From an optimization exercise on the open Yosys and OpenROAD flow, aimed at small area and a short achievable clock period; shortcuts taken in it are not production practice. The RTL was checked by simulation tests, not by an equivalence proof against the original design. No driver is modelled on the clock port, so clocking that relies on it looks cheaper here than on a real chip. Power figures rest on the tool's default switching activity, not on a simulated workload.

==> inputs of run a <==
==> flow/design.v (excerpt) <==
module module_regfile (
    input logic            clk_i,  
    input logic            rst_i,  
    input logic            we3_i,  
    input logic   [4 : 0]  a1_i,   
    input logic   [4 : 0]  a2_i,   
    input logic   [4 : 0]  a3_i,   
    input logic   [31 : 0] wd3_i,  
    output logic  [31 : 0] rd1_o,  
    output logic  [31 : 0] rd2_o   
);
==> module module_regfile, before the edit <==
module module_regfile (
    input logic            clk_i,  
    input logic            rst_i,  
    input logic            we3_i,  
    input logic   [4 : 0]  a1_i,   
    input logic   [4 : 0]  a2_i,   
    input logic   [4 : 0]  a3_i,   
    input logic   [31 : 0] wd3_i,  
    output logic  [31 : 0] rd1_o,  
    output logic  [31 : 0] rd2_o   
);
    typedef logic [31 : 0] register; 
    register      [31 : 0] rf_r;   
    always_ff @ (negedge clk_i) begin
        if (!rst_i)
            rf_r <= '0;
        else if (we3_i) 
            rf_r[a3_i] <= wd3_i;
        else
            rf_r[a3_i] <= rf_r[a3_i];
    end
    assign rd1_o = (a1_i != 0) ? rf_r[a1_i] : 0;  
    assign rd2_o = (a2_i != 0) ? rf_r[a2_i] : 0;  
endmodule
export LEC_CHECK = 0
export CAP_MARGIN = 20
export CORE_MARGIN = 2
export CORE_UTILIZATION = 40
export SLEW_MARGIN = 20
create_clock -name core_clock -period 12.0 [get_ports {clk_i}]
run.sh (not shown) runs the stock make flow with config.mk's settings and CLKGATE_MAP_FILE= SYNTH_SCRIPT=/design/flow/synth_recipe.tcl, a recipe that flattens the netlist after the stock synthesis.
==> inputs of run b, as changes to run a <==
==> flow/design.v (replaced) <==
module rf_nand2 (input logic a, b, output logic y);
    assign y = ~(a & b);
endmodule
module rf_nand3 (input logic a, b, c, output logic y);
    assign y = ~(a & b & c);
endmodule
module rf_nand4 (input logic a, b, c, d, output logic y);
    assign y = ~(a & b & c & d);
endmodule
module rf_or3 (input logic a, b, c, output logic y);
    assign y = a | b | c;
endmodule
module rf_o21ai (input logic a1, a2, b1, output logic y);
    assign y = ~((a1 | a2) & b1);
endmodule
module rf_a222oi (input logic a1, a2, b1, b2, c1, c2, output logic y);
    assign y = ~((a1 & a2) | (b1 & b2) | (c1 & c2));
endmodule
module rf_rdbit (input logic [31 : 1] q, s, output logic y);
    logic [10 : 0] p;
    logic [2 : 0]  t;
    genvar g;
    generate
        for (g = 0; g < 10; g++) begin : grp
            rf_a222oi u (.a1(q[3*g+1]), .a2(s[3*g+1]), .b1(q[3*g+2]), .b2(s[3*g+2]),
                         .c1(q[3*g+3]), .c2(s[3*g+3]), .y(p[g]));
        end
    endgenerate
    rf_nand2 u31 (.a(q[31]), .b(s[31]), .y(p[10]));
    rf_nand4 un0 (.a(p[0]), .b(p[1]), .c(p[2]),  .d(p[3]), .y(t[0]));
    rf_nand4 un1 (.a(p[4]), .b(p[5]), .c(p[6]),  .d(p[7]), .y(t[1]));
    rf_nand3 un2 (.a(p[8]), .b(p[9]), .c(p[10]), .y(t[2]));
    rf_or3   uo  (.a(t[0]), .b(t[1]), .c(t[2]), .y(y));
endmodule
module module_regfile (
    input logic            clk_i,  
    input logic            rst_i,  
    input logic            we3_i,  
    input logic   [4 : 0]  a1_i,   
    input logic   [4 : 0]  a2_i,   
    input logic   [4 : 0]  a3_i,   
    input logic   [31 : 0] wd3_i,  
    output logic  [31 : 0] rd1_o,  
    output logic  [31 : 0] rd2_o   
);
    logic [31 : 0] rf_r [1 : 31];
    logic [31 : 0] rf_d [1 : 31];
    logic [31 : 1] hold;
    logic [31 : 0] wdn;
    assign wdn = ~(wd3_i & {32{rst_i}});
    always_comb begin
        for (int i = 1; i < 32; i++)
            hold[i] = rst_i && !(we3_i && (a3_i == i[4:0]));
    end
    logic [31 : 1] s1, s2;
    always_comb begin
        for (int i = 1; i < 32; i++) begin
            s1[i] = (a1_i == i[4:0]);
            s2[i] = (a2_i == i[4:0]);
        end
    end
    genvar r, b;
    generate
        for (r = 1; r < 32; r++) begin : row
            for (b = 0; b < 32; b++) begin : col
                logic n;
                rf_nand2  un (.a(rf_r[r][b]), .b(hold[r]), .y(n));
                rf_o21ai  uo (.a1(wdn[b]), .a2(hold[r]), .b1(n), .y(rf_d[r][b]));
            end
        end
        for (b = 0; b < 32; b++) begin : rdcol
            logic [31 : 1] q;
            for (r = 1; r < 32; r++) begin : rq
                assign q[r] = rf_r[r][b];
            end
            rf_rdbit u1 (.q(q), .s(s1), .y(rd1_o[b]));
            rf_rdbit u2 (.q(q), .s(s2), .y(rd2_o[b]));
        end
    endgenerate
    always_ff @ (negedge clk_i) begin
        for (int i = 1; i < 32; i++)
            rf_r[i] <= rf_d[i];
    end
endmodule
==> flow/flow/run.sh (new file) <==
#!/bin/bash
# The standard layout, with one change: the clock inverter that feeds the
# negative-edge registers is kept as one cell at the root of the clock tree
# (see pre_cts.tcl), instead of a copy next to every register.
set -euo pipefail
W=$PWD
bash standard.sh PRE_CTS_TCL=$W/flow/pre_cts.tcl finish > $W/standard.log 2>&1
==> flow/flow/pre_cts.tcl (new file) <==
# The negative-edge registers share one clock inverter at the root of the
# clock tree: do not clone it next to every register.
proc repair_clock_inverters {args} {
  puts "pre_cts.tcl: repair_clock_inverters skipped"
}
==> flow/standard.sh (new file) <==
#!/bin/bash
# synth_recipe.tcl (not shown) runs the flow's synth.tcl, then flattens the netlist and writes it again
# the make line also repeats each setting of config.mk as NAME=value (left out here)
make -C /OpenROAD-flow-scripts/flow DESIGN_CONFIG=/design/flow/config.mk WORK_HOME=/design/flow/orfs CLKGATE_MAP_FILE= SYNTH_SCRIPT=/design/flow/synth_recipe.tcl "${@:-finish}"
--- a/flow/config.mk
+++ b/flow/config.mk
@@ -11 +11,3 @@
 export SLEW_MARGIN = 20
+export SYNTH_HIERARCHICAL = 1
+export SYNTH_MINIMUM_KEEP_SIZE = 0
removed: flow/run.sh
==> inputs of run c, as changes to run a <==
==> flow/design.v (replaced) <==
module rf_nand2 (input logic a, b, output logic y);
    assign y = ~(a & b);
endmodule
module rf_nand3 (input logic a, b, c, output logic y);
    assign y = ~(a & b & c);
endmodule
module rf_nand4 (input logic a, b, c, d, output logic y);
    assign y = ~(a & b & c & d);
endmodule
module rf_or3 (input logic a, b, c, output logic y);
    assign y = a | b | c;
endmodule
module rf_o21ai (input logic a1, a2, b1, output logic y);
    assign y = ~((a1 | a2) & b1);
endmodule
module rf_a222oi (input logic a1, a2, b1, b2, c1, c2, output logic y);
    assign y = ~((a1 & a2) | (b1 & b2) | (c1 & c2));
endmodule
module rf_rdbit (input logic [31 : 1] q, s, output logic y);
    logic [10 : 0] p;
    logic [2 : 0]  t;
    genvar g;
    generate
        for (g = 0; g < 10; g++) begin : grp
            rf_a222oi u (.a1(q[3*g+1]), .a2(s[3*g+1]), .b1(q[3*g+2]), .b2(s[3*g+2]),
                         .c1(q[3*g+3]), .c2(s[3*g+3]), .y(p[g]));
        end
    endgenerate
    rf_nand2 u31 (.a(q[31]), .b(s[31]), .y(p[10]));
    rf_nand4 un0 (.a(p[0]), .b(p[1]), .c(p[2]),  .d(p[3]), .y(t[0]));
    rf_nand4 un1 (.a(p[4]), .b(p[5]), .c(p[6]),  .d(p[7]), .y(t[1]));
    rf_nand3 un2 (.a(p[8]), .b(p[9]), .c(p[10]), .y(t[2]));
    rf_or3   uo  (.a(t[0]), .b(t[1]), .c(t[2]), .y(y));
endmodule
module module_regfile (
    input logic            clk_i,  
    input logic            rst_i,  
    input logic            we3_i,  
    input logic   [4 : 0]  a1_i,   
    input logic   [4 : 0]  a2_i,   
    input logic   [4 : 0]  a3_i,   
    input logic   [31 : 0] wd3_i,  
    output logic  [31 : 0] rd1_o,  
    output logic  [31 : 0] rd2_o   
);
    logic [31 : 0] rf_r [1 : 31];
    logic [31 : 0] rf_d [1 : 31];
    logic [31 : 1] hold;
    logic [31 : 0] wdn;
    assign wdn = ~(wd3_i & {32{rst_i}});
    always_comb begin
        for (int i = 1; i < 32; i++)
            hold[i] = rst_i && !(we3_i && (a3_i == i[4:0]));
    end
    logic [31 : 1] s1, s2;
    always_comb begin
        for (int i = 1; i < 32; i++) begin
            s1[i] = (a1_i == i[4:0]);
            s2[i] = (a2_i == i[4:0]);
        end
    end
    genvar r, b;
    generate
        for (r = 1; r < 32; r++) begin : row
            for (b = 0; b < 32; b++) begin : col
                logic n;
                rf_nand2  un (.a(rf_r[r][b]), .b(hold[r]), .y(n));
                rf_o21ai  uo (.a1(wdn[b]), .a2(hold[r]), .b1(n), .y(rf_d[r][b]));
            end
        end
        for (b = 0; b < 32; b++) begin : rdcol
            logic [31 : 1] q;
            for (r = 1; r < 32; r++) begin : rq
                assign q[r] = rf_r[r][b];
            end
            rf_rdbit u1 (.q(q), .s(s1), .y(rd1_o[b]));
            rf_rdbit u2 (.q(q), .s(s2), .y(rd2_o[b]));
        end
    endgenerate
    always_ff @ (negedge clk_i) begin
        for (int i = 1; i < 32; i++)
            rf_r[i] <= rf_d[i];
    end
endmodule
--- a/flow/config.mk
+++ b/flow/config.mk
@@ -11 +11,3 @@
 export SLEW_MARGIN = 20
+export SYNTH_HIERARCHICAL = 1
+export SYNTH_MINIMUM_KEEP_SIZE = 0
==> summary.txt <==
Source-to-sink clock delay at the later pin of the worst-skew pair: run a 0.75 ns; run b 1.04 ns; run c 0.71 ns
Reported net switching power: run a 3310 uW; run b 2190 uW; run c 3050 uW
Wire length per cell: run a 30.7 um; run b 29.7 um; run c 26.4 um
Count of plain and timing-repair buffers: run a 375; run b 244; run c 244
FF-to-FF setup slack: run a 9.55 ns; run b 11.33 ns; run c 11.34 ns
Maximum buffer depth of the clock tree: run a 3; run b -; run c 3
Number of different library cells in the post-synthesis netlist: run a 51; run b 24; run c 24
Well-Tap Cells: run a 1890; run b 1254; run c 1254
Worst Hold Path EP: run a rf_r[913]; run b rf_r[3][4]; run c rf_r[3][4]
Cell type taking the most area: run a multi-input gates; run b registers; run c registers
P per Cell Area: run a 142 nW/um2; run b 174 nW/um2; run c 187 nW/um2
Post-layout util: run a 48.7%; run b 49.1%; run c 52.9%
Instance count of the mapped netlist: run a 5396; run b 4118; run c 4118
Share of cell area taken by muxes after synthesis: run a 33.1%; run b 0%; run c 0%
Fin Clk Skew: run a 0.0311 ns; run b 0 ns; run c 0 ns
Clock net power: run a 5090 uW; run b 3390 uW; run c 4620 uW
Critical path's slowest cell: run a mux2i_1; run b a222oi_1; run c a222oi_1
Start point of the critical path: run a rf_r[426]; run b rf_r[7][18]; run c rf_r[1][18]
Detailed Place HPWL: run a 146 mm; run b 99.9 mm; run c 99.9 mm
Number of gates on the worst path with buffers counted: run a 5; run b 4; run c 4
Net switching fraction of the power: run a 33.9%; run b 27.4%; run c 33.0%
Sequential fraction of the synthesis area: run a 36.0%; run b 52.7%; run c 52.7%
Run status: run a timing/DRC/antenna clean; run b timing/DRC/antenna clean; run c timing/DRC/antenna clean
Overall die width: run a 381 um; run b 311 um; run c 311 um
